Context: an optimization exercise on an open-source flow, tuned for small area, a short achievable clock period and few clock cycles per item. The choices shown serve that exercise and are no tape-out recipe. At most, simulation tests tie the RTL to the original design; equivalence was not proved. Power is estimated from default activity; no workload was simulated.

harbor:
## montgomery
module montgomery(
  input           clk,
  input           resetn,
  input           start,
  input  [380:0]  in_a,
  input  [380:0]  in_b,
  input  [380:0]  in_m,
  input           out_read,
  output [380:0]  result,
  output reg      done
);
==> flow/config.mk <==
export PLATFORM = sky130hd
export DESIGN_NAME = montgomery
export DESIGN_NICKNAME = montgomery
export VERILOG_FILES = /design/flow/design.v
export SDC_FILE = /design/flow/constraint.sdc
export NUM_CORES = 8
export LEC_CHECK = 0
export CAP_MARGIN = 20
export CORE_ASPECT_RATIO = 0.5
export CORE_MARGIN = 2
export CORE_UTILIZATION = 30
export CTS_CLUSTER_DIAMETER = 100
export CTS_CLUSTER_SIZE = 20
export SLEW_MARGIN = 20
==> flow/constraint.sdc <==
create_clock -name core_clock -period 10.0 [get_ports {clk}]
set_input_delay 2.0000 -clock core_clock [delete_from_list [all_inputs] [get_ports {clk}]]
set_output_delay 2.0000 -clock core_clock [all_outputs]
set_load 0.01 [all_outputs]
standard.sh (not shown) runs the stock make flow with config.mk's settings and CLKGATE_MAP_FILE= SYNTH_SCRIPT=/design/flow/synth_recipe.tcl, a recipe that flattens the netlist after the stock synthesis.
==> flow/flow/run.sh <==
#!/bin/bash
set -euo pipefail
export BUFFER_PORTS_ARGS="-buffer_cell sky130_fd_sc_hd__buf_1"
export SETUP_SLACK_MARGIN=6.5
bash standard.sh finish > standard_flow.log 2>&1
Testbench counts of harbor, summed over its fixed seeds: cycles 38,216, items 192.
[inputs] willow vs harbor
Settings: CORE_ASPECT_RATIO removed (was 0.5).
==> flow/flow/run.sh <==
#!/bin/bash
# Standard ORFS layout (the standard.sh), with these changes:
#  - the port buffers are buf_1 cells instead of buffer_ports' default pick;
set -euo pipefail
export BUFFER_PORTS_ARGS="-buffer_cell sky130_fd_sc_hd__buf_1"
export SETUP_SLACK_MARGIN=6.5
bash standard.sh cts > standard_flow.log 2>&1
export SETUP_SLACK_MARGIN=6.72
bash standard.sh finish > standard_flow_finish.log 2>&1
### Flow results
Number of antenna repair diodes (willow over harbor): decrease, about 5.5%. Going from harbor to willow, power grew by a few percent. Timing startpoint of the critical path = start: harbor; timing startpoint of the critical path = S[302]: willow. willow vs harbor, initial antenna violation count went down by 56.
Changes in nickel relative to willow:
==> flow/flow/run.sh <==
#!/bin/bash
set -euo pipefail
export BUFFER_PORTS_ARGS="-buffer_cell sky130_fd_sc_hd__buf_1"
export POST_GLOBAL_PLACE_TCL="$PWD/flow/move_port_buffers.tcl"
export SETUP_SLACK_MARGIN=6.5
bash standard.sh finish > standard_flow.log 2>&1
==> flow/flow/move_port_buffers.tcl (new file) <==
# After global placement: put each output port buffer on top of the cell
# that drives it, and each input port buffer at the centre of the cells it
# drives, so that the buffer (not a flip-flop, nor the port) drives the long
# wire between the port and the logic.  Detailed placement legalizes them.
set block [ord::get_db_block]
set n_out 0
set n_in 0
foreach bt [$block getBTerms] {
  set net [$bt getNet]
  if {$net == "NULL"} continue
  set io [$bt getIoType]
  foreach it [$net getITerms] {
    set buf [$it getInst]
    if {![string match "*buf*" [[$buf getMaster] getName]]} continue
    # the buffer's other net
    set onet "NULL"
    foreach bit [$buf getITerms] {
      set n2 [$bit getNet]
      if {$n2 != "NULL" && $n2 != $net && [$n2 getSigType] == "SIGNAL"} { set onet $n2 }
    }
    if {$onet == "NULL"} continue
    set sx 0
    set sy 0
    set cnt 0
    foreach oit [$onet getITerms] {
      set c [$oit getInst]
      if {$c == $buf} continue
      if {$io == "OUTPUT" && ![$oit isOutputSignal]} continue
      if {$io == "INPUT" && ![$oit isInputSignal]} continue
      set loc [$c getLocation]
      set sx [expr {$sx + [lindex $loc 0]}]
      set sy [expr {$sy + [lindex $loc 1]}]
      incr cnt
    }
    if {$cnt == 0} continue
    $buf setLocation [expr {$sx / $cnt}] [expr {$sy / $cnt}]
    if {$io == "OUTPUT"} { incr n_out } else { incr n_in }
  }
}
puts "move_port_buffers: moved $n_out output and $n_in input buffers"
Results
Total buffers and inverters traversed by the critical path (lower): willow. On design internal power, the lower figure sits with nickel, not willow. Clock network area share delta (willow -> nickel): insignificant. Summary: minimum setup slack in the final design, nickel worse than willow. Going from willow to nickel, routed wire length per instance grew by 0.92 µm, clock latency on the worst-skew pair shows an increase of 0.02 ns.
## Diff of input files: amber against nickel
Settings: an added PLACE_DENSITY of 0.75; a change of CTS_CLUSTER_SIZE from 20 to 25; a change of CTS_CLUSTER_DIAMETER from 100 to 90.
==> flow/flow/run.sh <==
#!/bin/bash
set -euo pipefail
export BUFFER_PORTS_ARGS="-buffer_cell sky130_fd_sc_hd__buf_1"
export SETUP_SLACK_MARGIN=6.5
bash standard.sh finish > standard_flow.log 2>&1
removed: flow/flow/move_port_buffers.tcl
Findings:
- From nickel to amber the numbers moved as follows: clock skew saw a decrease; count of multi-input gates saw little to no change; area enclosed by the die boundary saw little to no change.

Another version of the RTL of montgomery (not shown whole).
Size: ~5,600 cells after synthesis, ~810 flip-flops, ~1,500 I/O pins, roughly 62,000 µm² of cells after synthesis.
Settings: LEC_CHECK=0, CAP_MARGIN=10, CORE_MARGIN=2, CORE_UTILIZATION=30, CTS_CLUSTER_DIAMETER=100, CTS_CLUSTER_SIZE=20, SLEW_MARGIN=10; clock period 10.0 ns.
==> flow/flow/run.sh <==
#!/bin/bash
set -euo pipefail
export BUFFER_PORTS_ARGS="-buffer_cell sky130_fd_sc_hd__buf_1"
export SETUP_SLACK_MARGIN=6.5
bash standard.sh finish > standard_flow.log 2>&1
Then changed:
==> flow/flow/run.sh (replaced) <==
#!/bin/bash
# Standard ORFS layout (the standard.sh), with these changes:
#  - the port buffers are buf_1 cells instead of buffer_ports' default pick;
set -euo pipefail
export BUFFER_PORTS_ARGS="-buffer_cell sky130_fd_sc_hd__buf_1"
export SETUP_SLACK_MARGIN=6.5
bash standard.sh cts > standard_flow.log 2>&1
export SETUP_SLACK_MARGIN=6.62
bash standard.sh finish > standard_flow_finish.log 2>&1
--- a/flow/config.mk
+++ b/flow/config.mk
@@ -8 +8 @@
-export CAP_MARGIN = 10
+export CAP_MARGIN = 20
@@ -13 +13 @@
-export SLEW_MARGIN = 10
+export SLEW_MARGIN = 20
What happened:
- The changed run completed with no timing, DRC or antenna violations
- wire length rose by 1.3%
- synthesized area stays the same
- critical path depth falls by 5
Function was not checked in any run of this note: the RTL went through the layout flow alone.

Setup of indigo:
Another version of the RTL of montgomery (not shown whole).
Size in the first run: roughly 5700 cells after synthesis, about 830 flip-flops, ~1500 I/O pins, roughly 63000 um^2 of cells after synthesis.
==> flow/config.mk <==
export PLATFORM = sky130hd
export DESIGN_NAME = montgomery
export DESIGN_NICKNAME = montgomery
export VERILOG_FILES = /design/flow/design.v
export SDC_FILE = /design/flow/constraint.sdc
export NUM_CORES = 8
export LEC_CHECK = 0
export CAP_MARGIN = 20
export CORE_MARGIN = 2
export CORE_UTILIZATION = 30
export CTS_CLUSTER_DIAMETER = 100
export CTS_CLUSTER_SIZE = 20
export SLEW_MARGIN = 20
==> flow/constraint.sdc <==
create_clock -name core_clock -period 10.0 [get_ports {clk}]
set_input_delay 2.0000 -clock core_clock [delete_from_list [all_inputs] [get_ports {clk}]]
set_output_delay 2.0000 -clock core_clock [all_outputs]
set_load 0.01 [all_outputs]
==> flow/flow/run.sh <==
#!/bin/bash
set -euo pipefail
export BUFFER_PORTS_ARGS="-buffer_cell sky130_fd_sc_hd__buf_1"
export CTS_ARGS="-sink_clustering_enable -repair_clock_nets -sink_clustering_size 20 -sink_clustering_max_diameter 100 -buf_list sky130_fd_sc_hd__buf_12"
export SETUP_SLACK_MARGIN=6.6
bash standard.sh finish > standard_flow.log 2>&1
indigo ended with every stage complete and zero timing, DRC or antenna violations.
Testbench counts of indigo, summed over its fixed seeds: cycles 38,216, items 192.
--- input diff indigo..garnet ---
# indigo
export LEC_CHECK = 0
export CAP_MARGIN = 20
export CORE_MARGIN = 2
export CORE_UTILIZATION = 30
export CTS_CLUSTER_DIAMETER = 100
export CTS_CLUSTER_SIZE = 20
export SLEW_MARGIN = 20
create_clock -name core_clock -period 10.0 [get_ports {clk}]
# garnet
export LEC_CHECK = 0
export CAP_MARGIN = 40
export CORE_MARGIN = 2
export CORE_UTILIZATION = 30
export CTS_CLUSTER_DIAMETER = 60
export CTS_CLUSTER_SIZE = 30
export SLEW_MARGIN = 40
create_clock -name core_clock -period 10.0 [get_ports {clk}]
==> flow/flow/run.sh <==
#!/bin/bash
set -euo pipefail
export BUFFER_PORTS_ARGS="-buffer_cell sky130_fd_sc_hd__buf_1"
export SETUP_SLACK_MARGIN=7.0
bash standard.sh finish > standard_flow.log 2>&1
--- outcome ---
garnet did not stop at any stage, and its layout met the timing, design-rule and antenna checks.
Measured against garnet, the number of clock buffers in the layout of indigo comes out at 0.46 times the reference value.
Compared with indigo, garnet shows a lower final worst-path cycle share.
Lower synthesis-to-finish area growth was reported by indigo, not garnet.
Diff indigo -> garnet | last weighted congestion value of the routability-driven placer | down by a few percent
In garnet relative to indigo, routed wire length had gone up by a few percent.
Comparing indigo and garnet, the higher worst setup slack was measured on garnet.
The lower via total after detailed routing of indigo and garnet is in indigo.
The inputs of maple differ from those of garnet as listed below.
# garnet
export LEC_CHECK = 0
export CAP_MARGIN = 40
export CORE_MARGIN = 2
export CORE_UTILIZATION = 30
export CTS_CLUSTER_DIAMETER = 60
export CTS_CLUSTER_SIZE = 30
export SLEW_MARGIN = 40
create_clock -name core_clock -period 10.0 [get_ports {clk}]
# maple
export LEC_CHECK = 0
export CAP_MARGIN = 40
export CORE_MARGIN = 2
export CORE_UTILIZATION = 50
export SLEW_MARGIN = 40
create_clock -name core_clock -period 10.0 [get_ports {clk}]
--- outcome ---
- maple failed in I/O pin placement with PPL-0024.
- Comparing garnet against maple, there is no change at all in count of mapped cells out of synthesis.
- Re adder-cell share of the synthesized area: no difference whatsoever between garnet and maple.
- Distinct cell type count of the synthesized netlist: maple vs garnet identical
- Compared with garnet, in maple initial core utilization saw an increase, synthesis-stage register bit count saw little to no change, row count saw a decrease.
- Width of the die of maple falls short of that of garnet by more than 10%.
- Comparing maple with garnet, the post-synthesis average cell area came out essentially unchanged.
- Re die height: maple and garnet aren't equal, and the higher value belongs to garnet.
- From maple to garnet, share of synthesized cell area in and, or, nand and nor gates did not move at all.
- Diff garnet..maple | synthesized area | unchanged
Edits applied to the flow inputs when going from maple to violet:
# maple
export LEC_CHECK = 0
export CAP_MARGIN = 40
export CORE_MARGIN = 2
export CORE_UTILIZATION = 50
export SLEW_MARGIN = 40
create_clock -name core_clock -period 10.0 [get_ports {clk}]
# violet
export LEC_CHECK = 0
export CAP_MARGIN = 40
export CORE_MARGIN = 2
export CORE_UTILIZATION = 30
export SLEW_MARGIN = 40
create_clock -name core_clock -period 10.0 [get_ports {clk}]
Notes after the runs:
- violet ran to completion and came out clean on the timing, design-rule and antenna checks.
- Horizontal die dimension is higher on violet
- Diff maple..violet | synthesized cell count | negligible
- Share of synthesized flip-flops with an asynchronous set or reset across maple and violet: no real change.
- When the final numbers for maple and violet were put side by side, the starting density of the core turned out to be greater in maple.
- On violet: floorplan row count is 29% higher than what maple gave.
- Share of synthesized cell area in full adder, half adder and majority cells: maple vs violet identical
- Reported for maple and violet, compound-cell area share of the yosys netlist turned out identical to the last digit.
- Die boundary height: violet higher than maple
### violet -> yarrow
# violet
export LEC_CHECK = 0
export CAP_MARGIN = 40
export CORE_MARGIN = 2
export CORE_UTILIZATION = 30
export SLEW_MARGIN = 40
create_clock -name core_clock -period 10.0 [get_ports {clk}]
# yarrow
export LEC_CHECK = 0
export CAP_MARGIN = 20
export CORE_MARGIN = 2
export CORE_UTILIZATION = 35
export CTS_CLUSTER_DIAMETER = 100
export CTS_CLUSTER_SIZE = 20
export SLEW_MARGIN = 20
create_clock -name core_clock -period 10.0 [get_ports {clk}]
-- flow/flow/run.sh --
<<< violet, line 4
export SETUP_SLACK_MARGIN=7.0
>>> yarrow, line 4
export SETUP_SLACK_MARGIN=6.5
## What came out
In yarrow the clock-buffer cell count turned out 96 lower than in violet.
Measured against each other, violet and yarrow differ in violation count after the first detailed-route iteration, the lower figure coming from yarrow.
The run with more routed wire is violet, not yarrow.
yarrow ends up with a maximum VDD drop that is about 13% lower than in violet.
Re cell count: violet and yarrow aren't equal, and the lower value belongs to yarrow.
Going from violet to yarrow, total non-filler cell area in the finished layout fell by 14%, setup slack lower.
Input-level comparison between raven and yarrow:
# yarrow
export LEC_CHECK = 0
export CAP_MARGIN = 20
export CORE_MARGIN = 2
export CORE_UTILIZATION = 35
export CTS_CLUSTER_DIAMETER = 100
export CTS_CLUSTER_SIZE = 20
export SLEW_MARGIN = 20
create_clock -name core_clock -period 10.0 [get_ports {clk}]
# raven
export LEC_CHECK = 0
export CAP_MARGIN = 40
export CORE_MARGIN = 2
export CORE_UTILIZATION = 30
export SLEW_MARGIN = 40
create_clock -name core_clock -period 10.0 [get_ports {clk}]
### Flow results
- The final critical delay including setup and external delays reported for raven is greater than that of yarrow by 0.043 ns.
- Going from yarrow to raven, maximum resistive drop on vdd grew by more than 10%.
- On routed wire length, raven and yarrow are basically level.

==> re-timing with driven ports <==
No port has a modelled driver above. Below, the same layouts with a new extraction and two added sets of constraints.
Step 1 assumes that a clkbuf_16 drives the clock port and a buf_2 every other input.
Step 2, shift: input delay + t, output delay - t, t = (earliest + latest rising clock arrival at the registers) / 2. This alone moves slack from input paths to output paths.
Three values: ideal, step 1, step 2; two values: the first two.
run	t (ns)	slack for setup (ns)	clock arrival spread, ns	slew at the worst register clock pin (ns)
harbor	0.773	6.375 / 6.406 / 5.661	0.099 / 0.098	0.11 / 0.11
willow	0.813	6.661 / 6.564 / 5.859	0.063 / 0.064	0.10 / 0.10
nickel	0.817	6.400 / 6.299 / 5.482	0.096 / 0.096	0.10 / 0.10
amber	0.843	6.474 / 6.395 / 5.709	0.087 / 0.087	0.12 / 0.12
the first run of note 2	0.803	6.393 / 6.393 / 5.886	0.032 / 0.032	0.10 / 0.10
the second run of note 2	0.808	6.630 / 6.535 / 5.905	0.042 / 0.041	0.10 / 0.10
indigo	0.758	6.603 / 6.524 / 5.796	0.072 / 0.072	0.11 / 0.11
garnet	0.859	6.636 / 6.539 / 6.100	0.068 / 0.068	0.08 / 0.08
violet	0.861	6.641 / 6.544 / 6.061	0.069 / 0.069	0.07 / 0.07
yarrow	0.770	6.506 / 6.414 / 5.970	0.081 / 0.081	0.11 / 0.11
raven	0.855	6.463 / 6.420 / 5.919	0.048 / 0.049	0.07 / 0.07
After both steps setup and hold are still met in every run listed. The setup slack of nickel, which loses most, moves by -0.101 ns with the drivers and by -0.918 ns with both steps.
